From an optimization exercise on the open Yosys and OpenROAD flow, aimed at small area; shortcuts taken in it are not production practice. In this exercise RTL edits were held to simulation tests only and were not proved equivalent to the original. Power figures rest on the tool's default switching activity, not on a simulated workload.

[flow/run.sh]
#!/bin/bash
# synth_recipe.tcl (not shown) runs the flow's synth.tcl, then flattens the netlist and writes it again
# the make line also repeats each setting of config.mk as NAME=value (left out here)
make -C /OpenROAD-flow-scripts/flow DESIGN_CONFIG=/design/flow/config.mk WORK_HOME=/design/flow/orfs CLKGATE_MAP_FILE= SYNTH_SCRIPT=/design/flow/synth_recipe.tcl finish
[flow/config.mk]
export PLATFORM = sky130hd
export DESIGN_NAME = pong
export DESIGN_NICKNAME = pong
export VERILOG_FILES = /design/flow/design.v
export SDC_FILE = /design/flow/constraint.sdc
export NUM_CORES = 4
export LEC_CHECK = 0
export CAP_MARGIN = 20
export CORE_MARGIN = 2
export CORE_UTILIZATION = 40
export SLEW_MARGIN = 20
[flow/constraint.sdc]
create_clock -name core_clock -period 8.0 [get_ports {clk}]
set_input_delay 1.6000 -clock core_clock [delete_from_list [all_inputs] [get_ports {clk}]]
set_output_delay 1.6000 -clock core_clock [all_outputs]
set_load 0.01 [all_outputs]
[flow/design.v]
`timescale 1ns / 100ps
`default_nettype none
module videosyncs (
   input wire [9:0] hpos,
   input wire [9:0] vpos,
   input wire [7:0] rin,
   input wire [7:0] gin,
   input wire [7:0] bin,
   output reg [7:0] rout,
   output reg [7:0] gout,
   output reg [7:0] bout,
   output reg hs,
   output reg vs,
	output wire [10:0] hc,
	output wire [10:0] vc
   );
	  parameter htotal = 800;
   parameter vtotal = 524;
   parameter hactive = 640;
   parameter vactive = 480;
   parameter hfrontporch = 16;
   parameter hsyncpulse = 96;
   parameter vfrontporch = 11;
   parameter vsyncpulse = 2;
   parameter hsyncpolarity = 0;
   parameter vsyncpolarity = 0;
   wire [10:0] hcont = {1'b0, hpos};
   wire [10:0] vcont = {1'b0, vpos};
   reg active_area;
	assign hc = hcont;
	assign vc = vcont;
   always @* begin
      if (hcont>=0 && hcont<hactive && vcont>=0 && vcont<vactive)
         active_area = 1'b1;
      else
         active_area = 1'b0;
      if (hcont>=(hactive+hfrontporch) && hcont<(hactive+hfrontporch+hsyncpulse))
         hs = hsyncpolarity;
      else
         hs = ~hsyncpolarity;
      if (vcont>=(vactive+vfrontporch) && vcont<(vactive+vfrontporch+vsyncpulse))
         vs = vsyncpolarity;
      else
         vs = ~vsyncpolarity;
	end
   always @* begin
      if (active_area) begin
			gout = gin;
         rout = rin;
         bout = bin;
      end
      else begin
         gout = 8'h00;
         rout = 8'h00;
         bout = 8'h00;
      end
   end
endmodule   
`timescale 1ns / 1ps
`default_nettype none
module playfield (
    input wire [9:0] hpos,    
    input wire [9:0] vpos,
    input wire [8:0] stickp1,
    input wire [8:0] stickp2,
    input wire [9:0] ballx,
    input wire [8:0] bally,
    input wire [3:0] scorep1,
    input wire [3:0] scorep2,
    output wire [10:0] hc,
    output wire [10:0] vc,
    output wire [7:0] r,
    output wire [7:0] g,
    output wire [7:0] b,
    output wire hs,
    output wire vs
    );
	 reg [7:0] rojo;
	 reg [7:0] verde;
	 reg [7:0] azul;
	 videosyncs syncs (
		.hpos(hpos),
		.vpos(vpos),
		.rin(rojo),
		.gin(verde),
		.bin(azul),
		.rout(r),
		.gout(g),
		.bout(b),
		.hs(hs),
		.vs(vs),
		.hc(hc),
		.vc(vc)
		);
	always @* begin
		{rojo,verde,azul} = 24'h000000;   
		if (vc>=0 && vc<480 && hc>=0 && hc<640) begin
            {rojo,verde,azul} = 24'h008000;   
            if (vc==0 || vc==479) begin
                {rojo,verde,azul} = 24'hFFFFFF;
            end
            if (hc==320 && vc[2]) begin
                {rojo,verde,azul} = 24'hFFFFFF;
            end
            if (vc>=stickp1 && vc<(stickp1+(4*8)) && hc>=(4*2) && hc<((4*2)+(4*2))) begin
                {rojo,verde,azul} = 24'h800000;        
            end
            if (vc>=stickp2 && vc<(stickp2+(4*8)) && hc>=(640-4*2-(4*2)) && hc<((640-4*2-(4*2))+(4*2))) begin
                {rojo,verde,azul} = 24'h0000FF;        
            end
            if (hc>=((320-10*(4)-((4)*4)) + (4)) && 
                hc<((320-10*(4)-((4)*4)) + ((4) + ((4)*4))) && 
                vc>=(((4)*2) + 0) 
                && vc<(((4)*2) + (0 + (4))) 
                && (scorep1==4'd0 || scorep1==4'd2 || scorep1==4'd3 || scorep1==4'd5 || scorep1==4'd6 || scorep1==4'd7 || scorep1==4'd8 || scorep1==4'd9)
               ) begin
                {rojo,verde,azul} = 24'hFF8080;
            end
            if (hc>=((320+8*(4)) + (4)) && 
                hc<((320+8*(4)) + ((4) + ((4)*4))) && 
                vc>=(((4)*2) + 0) 
                && vc<(((4)*2) + (0 + (4))) 
                && (scorep2==4'd0 || scorep2==4'd2 || scorep2==4'd3 || scorep2==4'd5 || scorep2==4'd6 || scorep2==4'd7 || scorep2==4'd8 || scorep2==4'd9)
               ) begin
                {rojo,verde,azul} = 24'h8080FF;
            end
            if (hc>=((320-10*(4)-((4)*4)) + ((4) + ((4)*4))) && 
                hc<((320-10*(4)-((4)*4)) + (((4) + ((4)*4)) + (4))) && 
                vc>=(((4)*2) + (0 + (4))) 
                && vc<(((4)*2) + ((0 + (4)) + ((4)*4))) 
                && (scorep1==4'd0 || scorep1==4'd1 || scorep1==4'd2 || scorep1==4'd3 || scorep1==4'd4 || scorep1==4'd7 || scorep1==4'd8 || scorep1==4'd9)
               ) begin
                {rojo,verde,azul} = 24'hFF8080;
            end
            if (hc>=((320+8*(4)) + ((4) + ((4)*4))) && 
                hc<((320+8*(4)) + (((4) + ((4)*4)) + (4))) && 
                vc>=(((4)*2) + (0 + (4))) 
                && vc<(((4)*2) + ((0 + (4)) + ((4)*4))) 
                && (scorep2==4'd0 || scorep2==4'd1 || scorep2==4'd2 || scorep2==4'd3 || scorep2==4'd4 || scorep2==4'd7 || scorep2==4'd8 || scorep2==4'd9)
               ) begin
                {rojo,verde,azul} = 24'h8080FF;
            end
            if (hc>=((320-10*(4)-((4)*4)) + ((4) + ((4)*4))) && 
                hc<((320-10*(4)-((4)*4)) + (((4) + ((4)*4)) + (4))) && 
                vc>=(((4)*2) + (((0 + (4)) + ((4)*4)) + (4))) 
                && vc<(((4)*2) + ((((0 + (4)) + ((4)*4)) + (4)) + ((4)*4))) 
                && (scorep1==4'd0 || scorep1==4'd1 || scorep1==4'd3 || scorep1==4'd4 || scorep1==4'd5 || scorep1==4'd6 || scorep1==4'd7 || scorep1==4'd8 || scorep1==4'd9)
               ) begin
                {rojo,verde,azul} = 24'hFF8080;
            end
            if (hc>=((320+8*(4)) + ((4) + ((4)*4))) && 
                hc<((320+8*(4)) + (((4) + ((4)*4)) + (4))) && 
                vc>=(((4)*2) + (((0 + (4)) + ((4)*4)) + (4))) 
                && vc<(((4)*2) + ((((0 + (4)) + ((4)*4)) + (4)) + ((4)*4))) 
                && (scorep2==4'd0 || scorep2==4'd1 || scorep2==4'd3 || scorep2==4'd4 || scorep2==4'd5 || scorep2==4'd6 || scorep2==4'd7 || scorep2==4'd8 || scorep2==4'd9)
               ) begin
                {rojo,verde,azul} = 24'h8080FF;
            end
            if (hc>=((320-10*(4)-((4)*4)) + (4)) && 
                hc<((320-10*(4)-((4)*4)) + ((4) + ((4)*4))) && 
                vc>=(((4)*2) + ((((0 + (4)) + ((4)*4)) + (4)) + ((4)*4))) 
                && vc<(((4)*2) + (((((0 + (4)) + ((4)*4)) + (4)) + ((4)*4)) + (4))) 
                && (scorep1==4'd0 || scorep1==4'd2 || scorep1==4'd3 || scorep1==4'd5 || scorep1==4'd6 || scorep1==4'd8 || scorep1==4'd9)
               ) begin
                {rojo,verde,azul} = 24'hFF8080;
            end
            if (hc>=((320+8*(4)) + (4)) && 
                hc<((320+8*(4)) + ((4) + ((4)*4))) && 
                vc>=(((4)*2) + ((((0 + (4)) + ((4)*4)) + (4)) + ((4)*4))) 
                && vc<(((4)*2) + (((((0 + (4)) + ((4)*4)) + (4)) + ((4)*4)) + (4))) 
                && (scorep2==4'd0 || scorep2==4'd2 || scorep2==4'd3 || scorep2==4'd5 || scorep2==4'd6 || scorep2==4'd8 || scorep2==4'd9)
               ) begin
                {rojo,verde,azul} = 24'h8080FF;
            end
            if (hc>=((320-10*(4)-((4)*4)) + 0) && 
                hc<((320-10*(4)-((4)*4)) + (4)) && 
                vc>=(((4)*2) + (((0 + (4)) + ((4)*4)) + (4))) 
                && vc<(((4)*2) + ((((0 + (4)) + ((4)*4)) + (4)) + ((4)*4))) 
                && (scorep1==4'd0 || scorep1==4'd2 || scorep1==4'd6 || scorep1==4'd8)
               ) begin
                {rojo,verde,azul} = 24'hFF8080;
            end
            if (hc>=((320+8*(4)) + 0) && 
                hc<((320+8*(4)) + (4)) && 
                vc>=(((4)*2) + (((0 + (4)) + ((4)*4)) + (4))) 
                && vc<(((4)*2) + ((((0 + (4)) + ((4)*4)) + (4)) + ((4)*4))) 
                && (scorep2==4'd0 || scorep2==4'd2 || scorep2==4'd6 || scorep2==4'd8)
               ) begin
                {rojo,verde,azul} = 24'h8080FF;
            end
            if (hc>=((320-10*(4)-((4)*4)) + 0) && 
                hc<((320-10*(4)-((4)*4)) + (4)) && 
                vc>=(((4)*2) + (0 + (4))) 
                && vc<(((4)*2) + ((0 + (4)) + ((4)*4))) 
                && (scorep1==4'd0 || scorep1==4'd4 || scorep1==4'd5 || scorep1==4'd6 || scorep1==4'd8 || scorep1==4'd9)
               ) begin
                {rojo,verde,azul} = 24'hFF8080;
            end
            if (hc>=((320+8*(4)) + 0) && 
                hc<((320+8*(4)) + (4)) && 
                vc>=(((4)*2) + (0 + (4))) 
                && vc<(((4)*2) + ((0 + (4)) + ((4)*4))) 
                && (scorep2==4'd0 || scorep2==4'd4 || scorep2==4'd5 || scorep2==4'd6 || scorep2==4'd8 || scorep2==4'd9)
               ) begin
                {rojo,verde,azul} = 24'h8080FF;
            end
            if (hc>=((320-10*(4)-((4)*4)) + (4)) && 
                hc<((320-10*(4)-((4)*4)) + ((4) + ((4)*4))) && 
                vc>=(((4)*2) + ((0 + (4)) + ((4)*4))) 
                && vc<(((4)*2) + (((0 + (4)) + ((4)*4)) + (4))) 
                && (scorep1==4'd2 || scorep1==4'd3 || scorep1==4'd4 || scorep1==4'd5 || scorep1==4'd6 || scorep1==4'd8 || scorep1==4'd9)
               ) begin
                {rojo,verde,azul} = 24'hFF8080;
            end
            if (hc>=((320+8*(4)) + (4)) && 
                hc<((320+8*(4)) + ((4) + ((4)*4))) && 
                vc>=(((4)*2) + ((0 + (4)) + ((4)*4))) 
                && vc<(((4)*2) + (((0 + (4)) + ((4)*4)) + (4))) 
                && (scorep2==4'd2 || scorep2==4'd3 || scorep2==4'd4 || scorep2==4'd5 || scorep2==4'd6 || scorep2==4'd8 || scorep2==4'd9)
               ) begin
                {rojo,verde,azul} = 24'h8080FF;
            end
            if (hc>=ballx && hc<(ballx+4) && vc>=bally && vc<(bally+4)) begin
                {rojo,verde,azul} = 24'hFFFF00;        
            end
		end
	end
endmodule
`timescale 1ns / 1ps
`default_nettype none
module pong (
    input wire clk,          
    input wire rst,          
    input wire [9:0] hpos,   
    input wire [9:0] vpos,   
    input wire p1_btup,      
    input wire p1_btdown,    
    input wire p2_btup,      
    input wire p2_btdown,    
    input wire p1_auto,      
    input wire p2_auto,      
    output wire [7:0] r,    
    output wire [7:0] g,     
    output wire [7:0] b,     
    output wire hs,         
    output wire vs          
    );
    wire [10:0] hc,vc;
    reg [3:0] scorep1;   
    reg [3:0] scorep2;   
    reg [8:0] stickp1;
    reg [8:0] stickp2;
    reg [9:0] ballx;   
    reg [8:0] bally;
    reg signed [9:0] incx;
    reg signed [8:0] incy;
    reg [3:0] difflevel;
    playfield campo (
    .hpos(hpos),
    .vpos(vpos),
    .stickp1(stickp1),
    .stickp2(stickp2),
    .ballx(ballx),
    .bally(bally),
    .scorep1(scorep1),
    .scorep2(scorep2),
    .hc(hc),
    .vc(vc),
    .r(r),
    .g(g),
    .b(b),
    .hs(hs),
    .vs(vs)
    );
    reg p1_up,p1_down;
    always @* begin
        if (p1_auto) begin   
            p1_up = 0;
            p1_down = 0;
            if (ballx<320) begin
                if (bally<(stickp1+(4*8)/3))
                    p1_up = 1;
                else if (bally>=(stickp1+2*(4*8)/3))
                    p1_down = 1;
            end
        end
        else begin
            p1_up = p1_btup;
            p1_down = p1_btdown;
        end
    end
    reg p2_up,p2_down;
    always @* begin
        if (p2_auto) begin    
            p2_up = 0;
            p2_down = 0;
            if (ballx>=320) begin
                if (bally<(stickp2+(4*8)/3))
                    p2_up = 1;
                else if (bally>=(stickp2+2*(4*8)/3))
                    p2_down = 1;
            end
        end
        else begin
            p2_up = p2_btup;
            p2_down = p2_btdown;
        end
    end
    always @(posedge clk) begin
      if (rst) begin   
        scorep1 <= 4'hF;
        scorep2 <= 4'hF;
        stickp1 <= 9'd240;
        stickp2 <= 9'd240;
        ballx <= 10'd640;
        bally <= 9'd240;
        incx <= 10'd1;
        incy <= 9'd1;
        difflevel <= 4'd1;
      end
      else begin
        if ((hc>=0 && hc<4) && vc==480) begin   
            if (p1_up && stickp1 != 0)
                stickp1 <= stickp1 - 1;
            else if (p1_down && stickp1 != (480-(4*8)))
                stickp1 <= stickp1 + 1;
            if (p2_up && stickp2 != 0)
                stickp2 <= stickp2 - 1;
            else if (p2_down && stickp2 != (480-(4*8)))
                stickp2 <= stickp2 + 1;
        end
        if (hc>=0 && hc<={7'h00,difflevel[3:1]} && vc==481) begin   
            if (ballx == 10'd640) begin   
                if (p1_btup && p2_btdown) begin
                    ballx <= 10'd320;
                    bally <= 9'd240;
                    incx <= 10'd1;
                    incy <= 9'd1;
                    scorep1 <= 4'd0;
                    scorep2 <= 4'd0;
                    difflevel <= 4'd1;
                end
            end
            else if (scorep1==4'd9 || scorep2==4'd9) begin   
                ballx <= 10'd640;   
            end
            else if (ballx==10'd1) begin    
                ballx <= 10'd320;
                bally <= 9'd240;
                incx <= -10'd1;
                incy <= 9'd1;
                scorep2 <= scorep2 + 1;
                difflevel <= 4'd1;
            end
            else if (ballx==(10'd639-4)) begin   
                ballx <= 10'd320;
                bally <= 9'd240;
                incx <= 10'd1;
                incy <= 9'd1;
                scorep1 <= scorep1 + 1;
                difflevel <= 4'd1;
            end
            else begin    
                if (bally==1 && incy<0 || bally==(479-4) && incy>0)
                    incy <= -incy;
                else if (ballx==((4*2)+(4*2)+1) && bally>=stickp1 && bally<(stickp1+(4*8)) && incx<0) begin   
                    difflevel <= (difflevel!=4'd15)? difflevel + 1 : difflevel;   
                    if (bally>=stickp1 && bally<(stickp1+(4*8)/3)) begin   
                        incx <= -incx;
                        if (incy>0)
                            incy <= -1;
                    end
                    else if (bally>=(stickp1+2*(4*8)/3) && bally<(stickp1+(4*8))) begin   
                        incx <= -incx;
                        if (incy>0)
                            incy <= -1;
                    end
                    else begin    
                        incx <= -incx;
                    end
                end
                else if (ballx==((640-4*2-(4*2))-4) && bally>=stickp2 && bally<(stickp2+(4*8)) && incx>0) begin
                    difflevel <= (difflevel!=4'd15)? difflevel + 1 : difflevel;   
                    if (bally>=stickp2 && bally<(stickp2+(4*8)/3)) begin
                        incx <= -incx;
                        if (incy>0)
                            incy <= -1;
                    end
                    else if (bally>=(stickp2+2*(4*8)/3) && bally<(stickp2+(4*8))) begin
                        incx <= -incx;
                        if (incy>0)
                            incy <= -1;
                    end
                    else begin
                        incx <= -incx;
                    end
                end
                else begin   
                    ballx <= ballx + incx;
                    bally <= bally + incy;
                end
            end
        end  
      end
    end
endmodule
==> impl_metrics.tcl <==
set metrics [dict create \
    start_kind "input port" \
    grt_pass1_vias 8550 \
    syn_avg_cell_area_um2 7.70 \
    power.density_nw_per_um2 84.9 \
    r2r_start "stickp2[5]" \
    core_area_um2 23500 \
    timing.final.crit_period_ns 6.99 \
    pwr-share-comb 0.190 \
    slew_viol_final 0 \
    fill_cells 2346 \
    tritoncts "yes" \
    vdd_drop_max_uv 76.3 \
    yosysTopAreaCell "ha_1" \
    synth_area_leaders "ha_1, dfxtp_1, xnor2_1" \
    hold_class "reg2reg" \
    synth_area_um2 9540 \
    cts.reportedPaths.clkPinSlew_ns 0.06 \
    rsz0062_at_grt "false" \
    synthDistinctLibCells 87 \
    clk_latency_ns 0.35 \
    num_io_pins 54 \
    die_y_um 158 \
    routed_via_density 5.79 \
    grt_first_pass_wirelength_um 45000 \
    dp_hpwl_um 21400 \
    critPathCaptureType "primary output" \
    numPortBuffers 53 \
    crit_family "buffers and inverters" \
    internal_power_uw 618 \
    seq_power_share 0.386 \
    syn_nets 1452 \
    critPathBufInv 2 \
    power_uw 895 \
    num_antenna_cells 0 \
    min_to "difflevel[3]" \
    cp.required_ns 6.40 \
    power_switching_uw 277 \
    clkPwrFrac 0.424 \
    ys_ff_latch 68 \
    routedWlPerCell_um 17.7 \
    cp_cell_sequence "clkdlybuf4s50_1 > ha_1 > o211a_1 > a2111oi_0 > nor4_1 > a2111oi_1 > nor2_1 > nor3b_1 > nor2_1 > clkdlybuf4s50_1" \
    synth-seq-area-share 0.143 \
    p_leak_nw 4.30 \
    skew_ns 0.00977 \
    yosysWarnings 3 \
    synth_top_area_frac 0.237 \
    drc 0 \
    drtAntennaViolNets 0 \
    dr.first_iter.drc_count 690 \
    final_nets 1473 \
    finalCritPeriodShare 0.874 \
    fmax_mhz 143 \
    slowest_stage "clkdlybuf4s50_1" \
    reg2reg_depth 19 \
    cts_buffers 9 \
    cap_viol_max_count 0 \
    area_growth_pct 10.5 \
    arrival_ns 5.39 \
    hold_viol_final 0 \
    path_max_fanout 12 \
    r2r_setup_slack_ns 2.69 \
    totalWireLength_um 28100 \
    htreeDepth 3 \
    grt.overflow.total 0 \
    setup_viol 0 \
    drive_gt1_frac 0.0451 \
    tns_ns 0 \
    grt_use_total 0.227 \
    max_stage_delay_ns 0.87 \
    die-area_um2 25100 \
    std_cell_rows 56 \
    async_flop_share 0 \
    synth-edff-count 0 \
    clock_sinks 68 \
    worstMarginPinSlew_ns 0.920 \
    dr.pass1.iters 5 \
    postCtsHoldBufs 0 \
    clock_path_buffers 2 \
    antenna_found_initial 0 \
    cts_resized 0 \
    holdPathStages 2 \
    status "complete, no violations" \
    grt_max_degree 46 \
    syn_inst 1239 \
    initial_utilization 0.407 \
    vias 9167 \
    die_w_um 158 \
    critPathKind "in2out" \
    regToRegEndpoint "stickp2[8]" \
    root_buffer "clkbuf_16" \
    slew_headroom 0.385 \
    yosys_most_used_dff "dfxtp_1" \
    post-cts-setup-buffers 0 \
    p_sw_frac 0.309 \
    place.gp.congestion 0.855 \
    hp-start "difflevel[3]" \
]
[layout by cell type (no fill, tap or decap), drive strengths merged, types with 10 or more instances in the layout]
cell             n
a211oi          13
a21o            25
inv             87
nor3            41
nor2b           18
clkdlybuf4s50   52
o21a            23
buf             16
nand3           58
o22ai           12
xnor2           52
o311ai          11
nand2           65
nand2b          22
ha             181
nor2            86
a31oi           13
dfxtp           68
nand4           17
and3            10
a221oi          10
o211ai          13
or3             10
a21oi           90
nor4            16
xor2            17
o21ai           81
[power by group through the flow]
stage / Combinational [mW] / Sequential (mW) / Clock, mW
after floorplan: 0.112 / 0.348 / 0
after global placement: 0.166 / 0.353 / 0
after detailed placement: 0.168 / 0.353 / 0
after CTS: 0.169 / 0.345 / 0.387
after global routing: 0.190 / 0.345 / 0.397
final: 0.170 / 0.345 / 0.379
[flip-flops by register name, indices dropped and copies added (netlist names)]
signal / flops
stickp1: 9
difflevel: 4
scorep2: 4
ballx: 10
bally: 9
incx: 10
incy: 9
scorep1: 4
stickp2: 9
[worst reg2reg max path: cells and delay by family, from the launching register on]
kind | cells | cell delay (ns)
AND/OR/NAND/NOR | 6 | 1.92
AO/OA/AOI/OAI | 8 | 1.54
adder cells (fa/ha/maj) | 2 | 0.53
XOR/XNOR | 1 | 0.11
buffers and inverters | 2 | 0.48
flip-flops | 1 | 0.59
[final cells by class]
type	instances	area [um2]	area share
Clock buffer	9	225	0.0214
Clock inverter	6	42.5	0.00403
Inverter	90	338	0.0320
Multi-Input combinational cell	1023	7540	0.715
Sequential cell	68	1360	0.129
Tap cell	319	399	0.0378
Timing Repair Buffer	68	638	0.0605
[how the worst max path moves through the flow]
stage | startpoint | endpoint | slack (ns) | cells after the start
2_1_floorplan | vpos[7] | r[1] | 2.27 | 10
3_3_place_gp | vpos[7] | r[6] | 1.10 | 10
3_5_place_dp | vpos[6] | r[5] | 1.05 | 10
4_1_cts | vpos[7] | r[5] | 1.04 | 10
5_1_grt | vpos[3] | b[4] | 0.74 | 10
6_report | vpos[3] | b[6] | 1.01 | 10
[cell families (layout without fill, tap and decap cells)]
kind of cell	Yosys count	after routing	share of synthesized area
and+or+nand+nor	401	401	0.222
AOI/OAI and AO/OA	357	357	0.248
adders and majority gates	187	187	0.248
buffers and inverters	148	173	0.0670
xor gates and xnor gates	69	69	0.0633
DFF	68	68	0.143
muxes	9	9	0.00944
[through the flow]
step                      setup WS (ns)  area (um2)  hold WS (ns)   util  std cells
after floorplan                    2.27        9540         0.441      -       1239
after global placement             1.10       10300         0.466  0.438       1568
after detailed placement           1.05       10300         0.476  0.438       1568
after CTS                          1.04       10500         0.486  0.449       1583
after global routing              0.739       10500         0.505  0.449       1583
final                              1.01       10500         0.487  0.449       1583
[cell usage after synthesis (9+ instances only)]
| master | number |
|---|---|
| o21ai_0 | 41 |
| nand3_1 | 58 |
| a221oi_1 | 10 |
| clkbuf_1 | 28 |
| xnor2_1 | 52 |
| o21ai_1 | 40 |
| a211oi_1 | 11 |
| xor2_1 | 17 |
| a31oi_1 | 12 |
| nand2b_1 | 22 |
| nand2_1 | 65 |
| dfxtp_1 | 68 |
| buf_2 | 10 |
| and3_1 | 10 |
| a21oi_1 | 90 |
| o211ai_1 | 13 |
| inv_1 | 79 |
| mux2i_1 | 9 |
| nand4_1 | 17 |
| o22ai_1 | 12 |
| nor3_1 | 41 |
| buf_4 | 19 |
| nor4_1 | 16 |
| or3_1 | 10 |
| a21o_1 | 25 |
| ha_1 | 181 |
| nor2_1 | 85 |
| o21a_1 | 23 |
| nor2b_1 | 18 |
[metal layers]
layer,track usage,vias to the layer above,wire [um]
met2,0.357,201,12200
met3,0.0299,34,1310
li1,-,4642,-
met5,0,-,0
met1,0.320,4290,14000
met4,0.0768,0,613

==> re-timing with driven ports <==
How much do the figures lean on ideal ports? The routed layout below was timed once more, with nothing changed but the port constraints. Step 1 sets driving cells, clkbuf_16 on the clock port and buf_2 on the other inputs (assumed; they add their load-dependent delay and slew). Step 2 adds t to the input delays and takes it off the output delays; t is the mean of the earliest and latest rising clock arrival at the registers after step 1. Input paths then give back, and output paths get back, about the clock's delay inside the block. a / b / c = no drivers / after step 1 / after step 2; a / b = the first two.
t (ns): 0.401
slack for setup (ns): 1.009 / 0.983 / 0.983
pins driven straight from the clock port: 1
After both steps this run still meets setup and hold. For this run, drivers alone change the setup slack by -0.026 ns; drivers and shift together by -0.026 ns.
